From an optimization exercise on the open Yosys and OpenROAD flow, aimed at small area; shortcuts taken in it are not production practice.
Only simulation tests tie the RTL to the original design; equivalence was not proved.
No driver is modelled on the clock port, so clock power and skew are understated where the tree is cut down; a real chip needs a root buffer or a tree.
No activity file was given, so power comes from the tool's default toggle rates.

Setup of before:
==> flow/design.v <==
module uartwb_top (
  input  wire        clk_i,
  input  wire        nrst_i,
  input  wire        uart_rx,
  output wire        uart_tx,
  output wire [31:0] m_wb_addr_o,
  output wire [31:0] m_wb_data_o,
  input  wire [31:0] m_wb_data_i,
  output wire        m_wb_we_o,
  output wire        m_wb_cyc_o,
  output wire        m_wb_stb_o,
  input  wire        m_wb_ack_i
  );
  reg  [5:0] tmr;
  reg        ph;
  wire       half = tmr[0] & tmr[1] & tmr[4] & tmr[5];
  wire       full = half & ph;
  always @(posedge clk_i)
    if (!nrst_i | half)
      tmr <= 6'd0;
    else
      tmr <= {tmr[4:0], ~(tmr[0] ^ tmr[5])};
  always @(posedge clk_i)
    if (!nrst_i)
      ph <= 1'b0;
    else
      ph <= ph ^ half;
  reg  [4:0] rc;
  reg  [3:0] bc;       
  reg        bad;      
  reg [39:0] xs;       
  reg [31:0] ws;       
  reg        cyc;
  reg  [3:0] txc;      
  reg  [2:0] bs;       
  reg        txbit;    
  wire rc_end = rc[4] & rc[0];                   
  wire samp   = half & ~rc[0] & (rc[4:1] != 4'd0);
  wire ok     = ~bad;
  wire we     = (xs[7:0] == 8'h01);
  wire done   = half & rc_end & (bc == 4'd9);
  wire tx_go  = full & (bc == 4'd10) & ~cyc & (txc == 4'd0);
  wire ack    = cyc & m_wb_ack_i;
  wire srcx   = bs[2] & (bs[1] ^ bs[0]);         
  wire srcw   = ~bs[2] & (bs[1:0] != 2'd0) | (bs == 3'd4);  
  wire txlat  = full & ((txc == 4'd7) | (txc[3] & (txc != 4'd15)));
  wire push   = samp & (bc <= 4'd4);
  wire pflag  = rc[0] & (rc[4:1] != 4'd0);
  wire pop    = full & srcx & txc[3] & ~pflag;
  wire xsh    = push | pop;
  always @(posedge clk_i)
    if (!nrst_i)
      rc <= 5'd0;
    else if (half)
      rc <= (((rc[4:1] == 4'd0) & uart_rx) | rc_end) ? 5'd0 : rc + 5'd1;
  always @(posedge clk_i)
    if (!nrst_i | tx_go)
      bc <= 4'd0;
    else if (half & rc_end & (bc != 4'd10))
      bc <= bc + 4'd1;
  wire rot  = samp & (bc == 4'd9);
  wire colx = xs[0] ^ xs[8] ^ xs[16] ^ xs[24] ^ xs[32] ^ ws[0] ^ ws[8] ^ ws[16] ^ ws[24];
  always @(posedge clk_i)
    if ((bc == 4'd0) & (rc == 5'd0))
      bad <= 1'b0;
    else if (rot & ~(colx ^ uart_rx))
      bad <= 1'b1;
  always @(posedge clk_i)
    if (xsh | rot)
      xs <= rot ? {xs[32], xs[39:33], xs[24], xs[31:25], xs[16], xs[23:17], xs[8], xs[15:9], xs[0], xs[7:1]}
                : {uart_rx, xs[39:1]};
  wire wsh = (samp & (bc >= 4'd5) & (bc <= 4'd8)) | (txlat & srcw);
  always @(posedge clk_i)
    if (ack | wsh | rot)
      ws <= ({m_wb_data_i[7:0], m_wb_data_i[15:8], m_wb_data_i[23:16], m_wb_data_i[31:24]} & {32{ack}})
          | ({uart_rx, ws[31:1]} & {32{wsh}})
          | ({ws[24], ws[31:25], ws[16], ws[23:17], ws[8], ws[15:9], ws[0], ws[7:1]} & {32{rot}});
  always @(posedge clk_i)
    if (!nrst_i)
      cyc <= 1'b0;
    else if (done)
      cyc <= ok;
    else if (m_wb_ack_i)
      cyc <= 1'b0;
  always @(posedge clk_i)
    if (txlat)
      txbit <= srcx ? (xsh ? xs[1] : xs[0]) : ws[0];
  always @(posedge clk_i)
    if (!nrst_i) begin
      txc <= 4'd0;
      bs  <= 3'd0;
    end else if (full) begin
      if (txc == 4'd7)
        txc <= (bs != 3'd0) ? 4'd8 : 4'd0;
      else if (txc != 4'd0) begin
        txc <= txc + 4'd1;
        if (txc == 4'd15)
          bs <= (bs == 3'd6) ? 3'd0 : bs - 3'd1;
      end else if (tx_go) begin
        txc <= 4'd7;
        bs  <= ok ? (we ? 3'd6 : 3'd5) : 3'd0;
      end else if (bs != 3'd0)
        txc <= 4'd7;
    end
  assign uart_tx     = (txc == 4'd7) ? 1'b0 : (txc[3] ? txbit : 1'b1);
  assign m_wb_addr_o = {xs[15:8], xs[23:16], xs[31:24], xs[39:32]};
  assign m_wb_data_o = {ws[7:0], ws[15:8], ws[23:16], ws[31:24]};
  assign m_wb_we_o   = we;
  assign m_wb_cyc_o  = cyc;
  assign m_wb_stb_o  = cyc;
endmodule
Settings: LEC_CHECK=0, CAP_MARGIN=20, CORE_MARGIN=2, CORE_UTILIZATION=40, SLEW_MARGIN=20; clock period 10.0 ns.
standard.sh (not shown) runs the stock make flow with config.mk's settings and CLKGATE_MAP_FILE= SYNTH_SCRIPT=/design/flow/synth_recipe.tcl, a recipe that flattens the netlist after the stock synthesis.
==> flow/flow/run.sh <==
#!/bin/bash
set -e
export BUFFER_PORTS_ARGS="-buffer_cell sky130_fd_sc_hd__buf_1"
export PRE_CTS_TCL="$PWD/flow/clock_tree.tcl"
export MY_CLK_NBUF=4
export MY_CLK_CELL=sky130_fd_sc_hd__buf_12
export MY_CLK_ROOT=
bash standard.sh > standard.log 2>&1
Other scripts of this flow, unchanged in this note and not shown: flow/flow/clock_tree.tcl
before has completed all stages; timing, DRC and antenna checks passed.
Relative to before, the following input files were edited for after:
--- a/flow/flow/run.sh
+++ b/flow/flow/run.sh
@@ -2,2 +2,6 @@
 set -e
+rm -rf orfs_scripts
+cp -r "$FLOW_HOME/scripts" orfs_scripts
+cp flow/abc.script orfs_scripts/abc_speed.script
+export SCRIPTS_DIR="$PWD/orfs_scripts"
 export BUFFER_PORTS_ARGS="-buffer_cell sky130_fd_sc_hd__buf_1"
==> flow/flow/abc.script (new file) <==
strash
dch
amap
strash
dch
amap
==> results.txt <==
- Relative to before, core utilization increased by 0.93 points in after.
- | relative slew slack | lower: after |
- The capturing instance or port of the critical path comes out ws[30] in one run and ws[2] in the other, namely in before and after respectively.
- Lower met1 demand-to-capacity share in global routing among before and after: after
- Cmp after vs before: mux cell area share after synthesis lower in after
- | number of buffers and inverters on the critical path | lower: before |
- The higher detailed-routed wire length on met3 of before and after is in after.
- Relative to before, net count of the mapped netlist has increased by 2.3% in after.
- before tops out at a lower clock frequency than after.
- Run comparison: before start point of the critical path tmr[0]; after start point of the critical path m_wb_ack_i
- Of before and after, the lower final critical-path required period belongs to after.
- after vs before: hold slack down
In every run of this note, the design's own scripts or RTL, not TritonCTS, make the clock network.

Setup of run A:
uartwb_top, a different RTL version from the one above (not shown whole).
Size: roughly 300 cells after synthesis, roughly 110 flip-flops, ~4500 um^2 of cells after synthesis.
Settings: LEC_CHECK=0, CAP_MARGIN=20, CORE_MARGIN=2, CORE_UTILIZATION=40, SLEW_MARGIN=20; clock period 10.0 ns.
run.sh (not shown) runs the stock make flow with config.mk's settings and CLKGATE_MAP_FILE= SYNTH_SCRIPT=/design/flow/synth_recipe.tcl, a recipe that flattens the netlist after the stock synthesis.
Stock flow here: none of the scripts above is used.
Having completed the whole flow, run A delivered a layout that passed the timing, DRC and antenna checks.
### run A -> run B
==> flow/flow/run.sh (new file) <==
#!/bin/bash
set -e
cp standard.sh standard_sh.txt
export BUFFER_PORTS_ARGS="-buffer_cell sky130_fd_sc_hd__buf_1"
export CTS_ARGS="-sink_clustering_enable -repair_clock_nets -dont_use_dummy_load -sink_clustering_size 40 -sink_clustering_max_diameter 300"
bash standard.sh > standard.log 2>&1
==> flow/standard.sh (new file) <==
#!/bin/bash
# synth_recipe.tcl (not shown) runs the flow's synth.tcl, then flattens the netlist and writes it again
# the make line also repeats each setting of config.mk as NAME=value (left out here)
make -C /OpenROAD-flow-scripts/flow DESIGN_CONFIG=/design/flow/config.mk WORK_HOME=/design/flow/orfs CLKGATE_MAP_FILE= SYNTH_SCRIPT=/design/flow/synth_recipe.tcl "${@:-finish}"
removed: flow/run.sh
### Flow results
Changes observed in run B relative to run A: via count now smaller, first-iteration DRC count shows an increase of 36, area growth from synthesis to layout decreased 16 points.
| post-detailed-routing wire length | higher: run A |
As far as die outline area goes, run B and run A are indistinguishable; the numbers are identical.
On final non-filler cell area: run B sits below run A.
Re setup slack: run A and run B aren't equal, and the higher value belongs to run B.
For run C, these inputs were changed with respect to run B:
==> flow/flow/run.sh <==
#!/bin/bash
set -e
cp standard.sh standard_sh.txt
export BUFFER_PORTS_ARGS="-buffer_cell sky130_fd_sc_hd__buf_1"
export CTS_ARGS="-sink_clustering_enable -repair_clock_nets -dont_use_dummy_load -sink_clustering_size 60 -sink_clustering_max_diameter 300 -buf_list sky130_fd_sc_hd__clkbuf_16"
bash standard.sh > standard.log 2>&1
Results
Re non-clock inverter count in the final layout: no difference whatsoever between run B and run C. Diff run B -> run C: cell area after layout shows an increase of 100 um^2; routed wire length shows an increase of 1.1%.
Input-level comparison between run D and run C:
==> flow/flow/run.sh <==
#!/bin/bash
set -e
cp standard.sh standard_sh.txt
export BUFFER_PORTS_ARGS="-buffer_cell sky130_fd_sc_hd__buf_1"
export CTS_ARGS="-sink_clustering_enable -repair_clock_nets -dont_use_dummy_load"
bash standard.sh > standard.log 2>&1
Notes after the runs:
Run D vs run C, relative contribution of the clock network to total power went down by 7.7 points.
Run D reports a higher time the worst path needs with I/O delays and setup than run C does.
The run with more setup slack is run C; run D has less.
Comparing run C with run D, the power share of the combinational group came out essentially unchanged.
Delta(design area, run D - run C) < 0
Reported for run D and run C, number of pins with negative max-slew slack in the final report turned out identical to the last digit.
Run C and run D ended up with roughly the same overall global routing resource usage.
Compared with run C, in run D minimum hold slack shrank by 8.1 ps, largest voltage drop on the vdd net shrank by 0.024 mV, wire length per cell after detailed routing shrank by 0.16 um.
Against run C, total power in run D fell by more than 10%.

== lane 1 ==
uartwb_top, a different RTL version from the one above (not shown whole).
Size in the first run: about 340 cells after synthesis, about 97 flip-flops, ~4100 um^2 of cells after synthesis.
==> flow/config.mk <==
export PLATFORM = sky130hd
export DESIGN_NAME = uartwb_top
export DESIGN_NICKNAME = uartwb_top
export VERILOG_FILES = /design/flow/design.v
export SDC_FILE = /design/flow/constraint.sdc
export NUM_CORES = 4
export LEC_CHECK = 0
export CAP_MARGIN = 20
export CORE_MARGIN = 2
export CORE_UTILIZATION = 40
export GPL_TIMING_DRIVEN = 0
export SLEW_MARGIN = 20
==> flow/constraint.sdc <==
create_clock -name core_clock -period 10.0 [get_ports {clk_i}]
set_input_delay 2.0000 -clock core_clock [delete_from_list [all_inputs] [get_ports {clk_i}]]
set_output_delay 2.0000 -clock core_clock [all_outputs]
set_load 0.01 [all_outputs]
standard.sh (not shown) runs the stock make flow with config.mk's settings and CLKGATE_MAP_FILE= SYNTH_SCRIPT=/design/flow/synth_recipe.tcl, a recipe that flattens the netlist after the stock synthesis.
==> flow/flow/run.sh <==
#!/bin/bash
set -e
rm -rf orfs_scripts
cp -r "$FLOW_HOME/scripts" orfs_scripts
cp flow/abc.script orfs_scripts/abc_speed.script
export SCRIPTS_DIR="$PWD/orfs_scripts"
export BUFFER_PORTS_ARGS="-buffer_cell sky130_fd_sc_hd__buf_1"
export PRE_CTS_TCL="$PWD/flow/clock_tree.tcl"
export MY_CLK_NBUF=4
export MY_CLK_CELL=sky130_fd_sc_hd__buf_12
export MY_CLK_ROOT=
bash standard.sh > standard.log 2>&1
Other scripts of this flow, unchanged in this note and not shown: flow/flow/abc.script, flow/flow/clock_tree.tcl
Lane 1 finished end to end and its layout was clean on timing, DRC and antenna.
> inputs changed (lane 1 -> lane 2)
- changing CORE_UTILIZATION from 40 to 70
- removing GPL_TIMING_DRIVEN (formerly 0)
Results
Lane 2: no failed stages, no open violations at the end. The estimated power of lane 2 ends up lower than the estimate for lane 1. As of lane 2, total routed wirelength had risen by a few percent compared to lane 1. Diff lane 1 -> lane 2: cell area after layout moved down; shortest period the worst path allows moved down; core outline area moved down; fmax moved up; post-route core utilization moved up. Diff lane 1 -> lane 2 | post-layout instance count excluding filler cells | down by more than 10%.
In every run of this note, the design's own scripts or RTL, not TritonCTS, make the clock network.

static timing again, ports no longer ideal:
The results above use ideal ports. As a check the final layouts listed here were re-extracted and re-timed, cells and wires unchanged. Step 1 (the two cells are an assumption about what drives the block):
set clk [get_ports {clk_i}]
set_driving_cell -lib_cell sky130_fd_sc_hd__clkbuf_16 $clk
set_driving_cell -lib_cell sky130_fd_sc_hd__buf_2 [delete_from_list [all_inputs] $clk]
Step 2, shift: input delay + t, output delay - t, t = (earliest + latest rising clock arrival at the registers) / 2. This alone moves slack from input paths to output paths. Three values: ideal, step 1, step 2; two values: the first two.
run	t (ns)	slack for setup (ns)	worst register clock-pin slew, ns	worst slew at a driven data input, ns
before	0.211	6.262 / 6.262 / 6.262	0.10 / 0.10	0.06
after	0.212	6.498 / 6.562 / 6.350	0.10 / 0.10	0.05
run A	0.401	6.077 / 6.043 / 6.226	0.11 / 0.11	0.05
run B	0.404	6.471 / 6.434 / 6.576	0.11 / 0.11	0.04
run C	0.385	6.513 / 6.474 / 6.573	0.08 / 0.08	0.04
run D	0.404	6.471 / 6.434 / 6.576	0.11 / 0.11	0.04
lane 1	0.213	6.484 / 6.484 / 6.375	0.11 / 0.11	0.05
lane 2	0.207	6.594 / 6.574 / 6.448	0.09 / 0.09	0.05
After both steps setup and hold are still met in every run listed. For after, which loses most, drivers alone change the setup slack by +0.064 ns; drivers and shift together by -0.148 ns.
